This is an optimization exercise on Yosys and OpenROAD, whose aim is small area, not a production implementation. Function was checked by simulation only, so behaviour that the tests miss may differ from the original. Power is estimated from default activity; no workload was simulated.

oak:
## pulse_gen
module pulse_gen
(
	input wire clk, rst,
	input wire instr_fifo_empty,
	input wire [31:0] instr_fifo_data,
	output wire instr_fifo_read,
	input wire pulse_fifo_empty,
	input wire [31:0] pulse_fifo_data,
	output wire pulse_fifo_read,
	output wire [255:0] m_axis_tdata,
	output wire m_axis_tvalid,
	input wire m_axis_tready,
	output wire [255:0] m0_axis_tdata,
	output wire m0_axis_tvalid,
	input wire m0_axis_tready,
	output wire [7:0] state_out,
	output wire busy
);
localparam [3:0] S_IDLE = 0, S_RST_READ = 1, S_READ = 2, S_WAIT_TICK = 3,
                 S_WAIT_PULSE = 4, S_TOGGLE_END = 5, S_SS_1 = 6, S_SS_2 = 7,
                 S_SS_3 = 8, S_SS_4 = 9, S_SS_5 = 10, S_SS_6 = 11,
                 S_SS_WAIT = 12, S_WAIT_CLEAR = 13, S_SS_SYNC_SEND = 14,
                 S_TOGGLE_SEND = 15;
reg [3:0] state;
reg is_phase_meas_mode;
reg [15:0] amplitude_n;   
reg [15:0] pulse_len_reg;
reg [23:0] clock_period;
reg [45:0] main_clock_p1;  
reg clock_tick;           
reg [15:0] cnt_n;         
reg [3:0] fine_delay;     
  ...
==> flow/config.mk <==
export PLATFORM = sky130hd
export DESIGN_NAME = pulse_gen
export DESIGN_NICKNAME = pulse_gen
export VERILOG_FILES = /design/flow/design.v
export SDC_FILE = /design/flow/constraint.sdc
export NUM_CORES = 4
export LEC_CHECK = 0
export CAP_MARGIN = 0
export CORE_MARGIN = 2
export CORE_UTILIZATION = 30
export SLEW_MARGIN = 0
==> flow/constraint.sdc <==
create_clock -name core_clock -period 10.0 [get_ports {clk}]
set_input_delay 2.0000 -clock core_clock [delete_from_list [all_inputs] [get_ports {clk}]]
set_output_delay 2.0000 -clock core_clock [all_outputs]
set_load 0.01 [all_outputs]
standard.sh (not shown) runs the stock make flow with config.mk's settings and CLKGATE_MAP_FILE= SYNTH_SCRIPT=/design/flow/synth_recipe.tcl, a recipe that flattens the netlist after the stock synthesis.
==> flow/flow/run.sh <==
#!/bin/bash
# The standard layout (standard.sh), with three changes that only size cells:
#  - synthesis maps logic with an area-oriented ABC script (flow/area_synth.tcl);
#  - every port still gets its own buffer, the smallest one (buf_1);
#  - CTS builds the clock tree from clkbuf_8 cells and adds no dummy loads.
set -euo pipefail
here=$(cd "$(dirname "$0")" && pwd)
export BUFFER_PORTS_ARGS="-buffer_cell sky130_fd_sc_hd__buf_1"
export CTS_ARGS="-sink_clustering_enable -repair_clock_nets -dont_use_dummy_load -buf_list sky130_fd_sc_hd__clkbuf_8 -root_buf sky130_fd_sc_hd__clkbuf_8 -sink_clustering_size 24 -sink_clustering_max_diameter 60"
bash standard.sh SYNTH_SCRIPT="$here/area_synth.tcl" finish > standard.log 2>&1
==> flow/flow/area.abc <==
strash; &get -n; &st; &dch; &nf -R 20; &put; topo; dnsize -c
==> flow/flow/area_synth.tcl <==
# The standard synthesis, with ABC mapping the logic by an area-oriented
# script (flow/area.abc) in place of ORFS's speed script. Registers are
# untouched: ABC maps only the combinational logic between them.
set area_abc_script [file join [file dirname [file normalize [info script]]] area.abc]
proc abc {args} {
  set i [lsearch -exact $args -script]
  if {$i >= 0} {
    set args [lreplace $args $i [expr {$i + 1}] -script $::area_abc_script]
  }
  yosys abc {*}$args
}
source [file join [file dirname [file dirname [file normalize [info script]]]] synth_recipe.tcl]
Setup changes, oak to pine
- CORE_UTILIZATION changed from 30 to 45
Looking across pine and oak, the single run that reached the end with no open violations was oak.
pine failed in I/O pin placement (3_2_place_iop) with PPL-0024.
Xor/xnor share of the synthesized area: pine vs oak identical
Comparing pine against oak, there is no change at all in flip-flop and latch count after synthesis.
There was hardly any difference in number of unique standard cell types used by synthesis between pine and oak.
Comparing pine against oak, there is no change at all in synthesized area.
Any difference in synthesized cell count between pine and oak is small enough to ignore.
In the flow results for pine and oak, the initial core utilization is smaller on oak.
Floorplan die width (pine over oak): decrease, about 18%
Taking oak over pine, the number of placement rows ratio works out to 1.2.
The following lists how birch was set up differently from pine:
- CORE_UTILIZATION: 45 -> 30
- CAP_MARGIN: 0 -> 20
- SLEW_MARGIN: 0 -> 20
--- outcome ---
- birch finished all stages; the layout is clean.
- As far as average size of a mapped cell goes, birch and pine are indistinguishable; the numbers are identical.
- Number of synthesized flops with an enable pin came out exactly the same in birch and pine.
- birch against pine: width of the die now sits higher, number of distinct standard cells referenced by the synthesized netlist roughly the same, sequential fraction of the synthesis area barely changed, effective utilization at floorplan now smaller, number of standard-cell rows in the floorplan now larger.
- Cell count after synthesis: pine vs birch identical

The RTL this note starts from:
==> flow/design.v <==
module pulse_gen
(
	input wire clk, rst,
	input wire instr_fifo_empty,
	input wire [31:0] instr_fifo_data,
	output wire instr_fifo_read,
	input wire pulse_fifo_empty,
	input wire [31:0] pulse_fifo_data,
	output wire pulse_fifo_read,
	output wire [255:0] m_axis_tdata,
	output wire m_axis_tvalid,
	input wire m_axis_tready,
	output wire [255:0] m0_axis_tdata,
	output wire m0_axis_tvalid,
	input wire m0_axis_tready,
	output wire [7:0] state_out,
	output wire busy
);
localparam [3:0] S_IDLE = 0, S_RST_READ = 1, S_READ = 2, S_WAIT_TICK = 3,
                 S_WAIT_PULSE = 4, S_TOGGLE_END = 5, S_SS_1 = 6, S_SS_2 = 7,
                 S_SS_3 = 8, S_SS_4 = 9, S_SS_5 = 10, S_SS_6 = 11,
                 S_SS_WAIT = 12, S_WAIT_CLEAR = 13, S_SS_SYNC_SEND = 14,
                 S_TOGGLE_SEND = 15;
reg [3:0] state;
reg is_phase_meas_mode;
reg [15:0] amplitude_n;   
reg [15:0] pulse_len_reg;
reg [23:0] clock_period;
reg [45:0] main_clock_p1;  
reg clock_tick;           
reg [15:0] cnt_n;         
reg [3:0] fine_delay;     
reg [7:0] dead_n;         
reg [6:0] dead_half;      
reg [11:0] words_n;       
reg word_on;              
reg word_late;            
reg word_end;             
reg m0_on;
assign m_axis_tvalid = 1'b1;
assign m0_axis_tvalid = 1'b1;
assign state_out = {4'b0, state};
assign busy = (state != S_IDLE) || is_phase_meas_mode;
assign instr_fifo_read = (state == S_RST_READ);
assign pulse_fifo_read = (state == S_SS_2) || (state == S_WAIT_CLEAR);
genvar i;
wire [24:0] mc_c;
wire [22:0] mc_hc;
assign mc_c[0] = 1'b1;
assign mc_hc[0] = &main_clock_p1[23:0];
generate
	for (i = 0; i < 24; i = i + 1) begin : mc_chain
		assign mc_c[i+1] = mc_c[i] & main_clock_p1[i];
	end
	for (i = 0; i < 22; i = i + 1) begin : mc_hchain
		assign mc_hc[i+1] = mc_hc[i] & main_clock_p1[24+i];
	end
endgenerate
wire [45:0] mc_inc = main_clock_p1 ^ {mc_hc[21:0], mc_c[23:0]};
wire mc_high = (main_clock_p1[45:24] != 0);
wire [24:0] ge_lo;        
wire [24:12] ge_hi0, ge_hi1;
assign ge_lo[0] = 1'b1;
assign ge_hi0[12] = 1'b0;
assign ge_hi1[12] = 1'b1;
generate
	for (i = 0; i < 12; i = i + 1) begin : ge_chain
		assign ge_lo[i+1] = (main_clock_p1[i] & ~clock_period[i]) |
			((main_clock_p1[i] | ~clock_period[i]) & ge_lo[i]);
	end
	for (i = 12; i < 24; i = i + 1) begin : ge_sel
		assign ge_hi0[i+1] = (main_clock_p1[i] & ~clock_period[i]) |
			((main_clock_p1[i] | ~clock_period[i]) & ge_hi0[i]);
		assign ge_hi1[i+1] = (main_clock_p1[i] & ~clock_period[i]) |
			((main_clock_p1[i] | ~clock_period[i]) & ge_hi1[i]);
	end
endgenerate
wire mc_ge = ge_lo[12] ? ge_hi1[24] : ge_hi0[24];
wire mc_ones = !mc_high && (main_clock_p1[23:0] == 0);
wire clock_pre_tick = mc_ones || ((clock_period != 0) && (mc_high || mc_ge));
wire rst_clock = (state == S_IDLE) && word_on && word_late && word_end;
wire clock_clear = rst_clock || clock_pre_tick;
function [15:0] therm;
input [3:0] n;
begin
	therm = ~(16'hFFFF >> n);
end
endfunction
wire len_long = (pulse_len_reg[15:4] != 0);
wire [15:0] pulse_mask = len_long ? 16'hFFFF : therm(pulse_len_reg[3:0]);
wire [4:0] end_lane = pulse_len_reg[3:0] + fine_delay;
wire [15:0] end_mask = therm(end_lane[3:0]);
wire [15:0] late_mask = ~therm(fine_delay);
wire words_last = (&words_n[11:1]) && !(!words_n[0] && end_lane[4]);
wire tail_on = !words_n[0] ^ end_lane[4];
wire [15:0] mask = {16{word_on}} & (word_late ? late_mask : 16'hFFFF) &
	(word_end ? (end_mask | {16{word_late && (len_long || end_lane[4])}}) : 16'hFFFF);
wire [15:0] out_mask = is_phase_meas_mode ? (clock_tick ? pulse_mask : 16'h0) : mask;
wire [15:0] m0_mask = m0_on ? pulse_mask : 16'h0;
generate
	for (i = 0; i < 16; i = i + 1) begin : lanes
		assign m_axis_tdata[i*16 +: 16] = ~(amplitude_n | {16{~out_mask[i]}});
		assign m0_axis_tdata[i*16 +: 16] = ~(amplitude_n | {16{~m0_mask[i]}});
	end
endgenerate
wire cnt_zero = &cnt_n;
wire dead_zero = &dead_n;
wire cnt_count = !cnt_zero && (((state == S_TOGGLE_END || state == S_SS_1 ||
	state == S_WAIT_TICK || state == S_SS_4) && clock_pre_tick) ||
	state == S_WAIT_PULSE || state == S_SS_5);
wire dead_count = (state == S_SS_WAIT) && !dead_zero && clock_tick;
wire words_count = (state == S_TOGGLE_SEND || state == S_SS_SYNC_SEND || state == S_SS_6) &&
	!words_last;
wire words_load = ((state == S_TOGGLE_END || state == S_SS_1) && clock_pre_tick) ||
	state == S_SS_4 || state == S_SS_5;
wire [16:0] cnt_c;
wire [12:0] words_c;
wire [8:0] dead_c;
assign cnt_c[0] = cnt_count;
assign words_c[0] = words_count;
assign dead_c[0] = dead_count;
generate
	for (i = 0; i < 16; i = i + 1) begin : cnt_chain
		assign cnt_c[i+1] = cnt_c[i] & cnt_n[i];
	end
	for (i = 0; i < 12; i = i + 1) begin : words_chain
		assign words_c[i+1] = words_c[i] & words_n[i];
	end
	for (i = 0; i < 8; i = i + 1) begin : dead_chain
		assign dead_c[i+1] = dead_c[i] & dead_n[i];
	end
endgenerate
wire [7:0] cmd = instr_fifo_data[31:24];
task set_word(input on, input late, input ends);
begin
	word_on <= on;
end
endtask
always @(posedge clk) begin
	case (state)
		S_RST_READ: fine_delay <= 0;
		S_READ: if (cmd == 8'd1) fine_delay <= instr_fifo_data[3:0];
		S_SS_3: fine_delay <= pulse_fifo_data[3:0];
		default: ;
	endcase
	if (state == S_READ && cmd == 8'd1) cnt_n <= ~instr_fifo_data[23:8];
	else if (state == S_READ && (cmd == 8'd5 || cmd == 8'd6)) cnt_n <= ~instr_fifo_data[15:0];
	else if (state == S_SS_3) cnt_n <= ~pulse_fifo_data[23:8];
	else cnt_n <= cnt_n ^ cnt_c[15:0];
	if (state == S_READ && cmd == 8'd6) begin
		dead_n <= ~instr_fifo_data[23:16];
		dead_half <= instr_fifo_data[23:17];
	end
	else dead_n <= dead_n ^ dead_c[7:0];
	if (!(state == S_SS_1 && !cnt_zero && !clock_pre_tick)) begin
		word_late <= !(state == S_TOGGLE_SEND || state == S_SS_SYNC_SEND || state == S_SS_6);
		word_end <= (state == S_TOGGLE_SEND || state == S_SS_SYNC_SEND || state == S_SS_6) ?
			words_last : !(state == S_WAIT_TICK || state == S_WAIT_PULSE);
	end
	if (words_load) words_n <= ~pulse_len_reg[15:4];
	else words_n <= words_n ^ words_c[11:0];
end
always @(posedge clk or negedge rst) begin
	if (!rst) begin
		state <= S_IDLE;
		is_phase_meas_mode <= 0;
		amplitude_n <= 16'h8000;
		pulse_len_reg <= 18;
		clock_period <= 10;
		word_on <= 0;
		m0_on <= 0;
	end
	else begin
		m0_on <= (state == S_SS_WAIT) && !dead_zero && clock_tick &&
		         (dead_n == ~{1'b0, dead_half});
		case (state)
			S_IDLE: begin
				set_word(0, 0, 0);
				if (!instr_fifo_empty) state <= S_RST_READ;
			end
			S_RST_READ: state <= S_READ;
			S_READ: begin
				state <= S_IDLE;
				case (cmd)
					8'd0: set_word(1, 1, 1);
					8'd1: state <= S_WAIT_TICK;
					8'd2: clock_period <= instr_fifo_data[23:0];
					8'd3: is_phase_meas_mode <= 1;
					8'd4: is_phase_meas_mode <= 0;
					8'd5: begin
						is_phase_meas_mode <= 0;
						state <= S_TOGGLE_END;
					end
					8'd6: state <= S_SS_1;
					8'd7: if (!pulse_fifo_empty) state <= S_WAIT_CLEAR;
					8'd8: amplitude_n <= ~instr_fifo_data[15:0];
					8'd9: pulse_len_reg <= instr_fifo_data[15:0];
					default: ;
				endcase
			end
			S_WAIT_CLEAR: if (pulse_fifo_empty) state <= S_IDLE;
			S_TOGGLE_END, S_SS_1: begin
				if (cnt_zero) begin
					set_word(0, 0, 0);
					if (state == S_TOGGLE_END || pulse_fifo_empty) state <= S_IDLE;
					else state <= S_SS_WAIT;
				end
				else if (clock_pre_tick) begin
					set_word(1, 1, 1);
					state <= (state == S_TOGGLE_END) ? S_TOGGLE_SEND : S_SS_SYNC_SEND;
				end
				else if (state == S_TOGGLE_END) set_word(0, 0, 0);
			end
			S_TOGGLE_SEND, S_SS_SYNC_SEND, S_SS_6: begin
				if (words_last) begin
					set_word(tail_on, 0, 1);
					if (state == S_TOGGLE_SEND) state <= S_TOGGLE_END;
					else if (state == S_SS_SYNC_SEND) state <= S_SS_1;
					else if (!pulse_fifo_empty) state <= S_SS_2;
					else state <= S_IDLE;
				end
				else set_word(1, 0, 0);
			end
			S_SS_WAIT: if (dead_zero) state <= S_SS_2;
			S_SS_2: begin
				set_word(0, 0, 0);
				state <= S_SS_3;
			end
			S_SS_3: state <= S_SS_4;
			S_SS_4, S_SS_5: begin
				if (clock_pre_tick || state == S_SS_5) begin
					if (cnt_zero) begin
						set_word(1, 1, 1);
						state <= S_SS_6;
					end
					else state <= S_SS_5;
				end
			end
			S_WAIT_TICK, S_WAIT_PULSE: begin
				if (clock_pre_tick || state == S_WAIT_PULSE) begin
					if (cnt_zero) begin
						set_word(1, 1, 0);
						state <= S_IDLE;
					end
					else state <= S_WAIT_PULSE;
				end
			end
		endcase
	end
end
always @(posedge clk or negedge rst) begin
	if (!rst) begin
		main_clock_p1 <= 1;
		clock_tick <= 1;
	end
	else begin
		main_clock_p1 <= clock_clear ? 46'd1 : mc_inc;
		clock_tick <= clock_clear;
	end
end
endmodule
Settings: LEC_CHECK=0, CAP_MARGIN=0, CORE_MARGIN=2, CORE_UTILIZATION=30, PLACE_DENSITY=0.8, SLEW_MARGIN=0; clock period 10.0 ns.
==> flow/flow/run.sh <==
#!/bin/bash
# The standard layout (standard.sh), with four changes that only size cells:
#  - synthesis maps logic with an area-oriented ABC script (flow/area_synth.tcl);
#  - every port still gets its own buffer, the smallest one (buf_1);
#  - tie cells are not copied per port;
#  - CTS builds the clock tree from clkbuf_8 cells and adds no dummy loads.
set -euo pipefail
here=$(cd "$(dirname "$0")" && pwd)
export BUFFER_PORTS_ARGS="-buffer_cell sky130_fd_sc_hd__buf_1"
export SKIP_REPAIR_TIE_FANOUT=1
export CTS_ARGS="-sink_clustering_enable -repair_clock_nets -dont_use_dummy_load -buf_list sky130_fd_sc_hd__clkbuf_8 -root_buf sky130_fd_sc_hd__clkbuf_8 -sink_clustering_size 24 -sink_clustering_max_diameter 60"
bash standard.sh SYNTH_SCRIPT="$here/area_synth.tcl" finish > standard.log 2>&1
==> flow/flow/area.abc <==
strash; &get -n; &st; &dch; &nf -R 20 -p -F 8 -A 4 -C 32; &put; strash; &get -n; &st; &dch; &nf -R 20 -p -F 8 -A 4 -C 32; &put; topo; dnsize -c
Scripts as last shown in full above: flow/flow/area_synth.tcl
==> next run, changes <==
==> flow/flow/area.abc (replaced) <==
strash; &get -n; &st; &dch -f; &nf -R 20 -p -F 8 -A 4 -C 32; &put; strash; &get -n; &st; &dch -f; &nf -R 20 -p -F 8 -A 4 -C 32; &put; topo; dnsize -c
Effect: The new run ran to the end with no violations. Wire length went up by 4.5%. Final area went down by 0.36%. Synthesized cell count went up by 0.37%. Global-route usage went up by 1.2 points. Area after synthesis is about the same. Via count went up by 0.94%.
==> next run, changes <==
==> flow/flow/area.abc (replaced) <==
strash; &get -n; &st; &dch; &nf -R 20 -p -F 8 -A 4 -C 32; &put; strash; &get -n; &st; &dch; &nf -R 20 -p -F 8 -A 4 -C 32; &put; topo; dnsize -c
--- a/flow/config.mk
+++ b/flow/config.mk
@@ -10,3 +10,2 @@
 export CORE_UTILIZATION = 30
-export PLACE_DENSITY = 0.8
 export SLEW_MARGIN = 0
Result:
- The new run completed without violations
- flip-flop and latch count does not change
- final area rises slightly
- via count fell by a few percent
- area after synthesis barely changes
- worst setup slack is worse by 0.056 ns
- clock-buffer cell count is unchanged
- power went up by a few percent
- core utilization grows by 0.18 points
- first-iteration DRC count climbs by roughly a tenth
- non-clock buffer count grows by 8
- global-route usage is lower by 0.32 points

[static timing again, ports no longer ideal]
How much do the figures lean on ideal ports? The routed layouts below were timed once more, with nothing changed but the port constraints.
Step 1, drivers: a clkbuf_16 drives clk and a buf_2 each remaining input, both assumed.
Step 2 also shifts input and output timing later by t, the mid clock arrival at the registers, as if the neighbouring blocks saw the same clock.
a / b / c = no drivers / after step 1 / after step 2; a / b = the first two.
| run | t, ns | setup WS [ns] | worst setup path at the end | slew at the worst register clock pin (ns) | pins driven straight from the clock port |
|---|---|---|---|---|---|
| oak | 0.493 | 2.437 / 2.437 / 2.437 | register to register | 0.11 / 0.11 | 1 |
| birch | 0.487 | 2.489 / 2.489 / 2.489 | register to register | 0.11 / 0.11 | 1 |
| the first run of note 2 | 0.483 | 2.209 / 2.209 / 2.209 | register to register | 0.08 / 0.08 | 1 |
| the second run of note 2 | 0.487 | 2.426 / 2.426 / 2.426 | register to register | 0.09 / 0.09 | 1 |
| the third run of note 2 | 0.467 | 2.370 / 2.370 / 2.370 | register to register | 0.09 / 0.09 | 1 |
After both steps setup and hold are still met in every run listed.
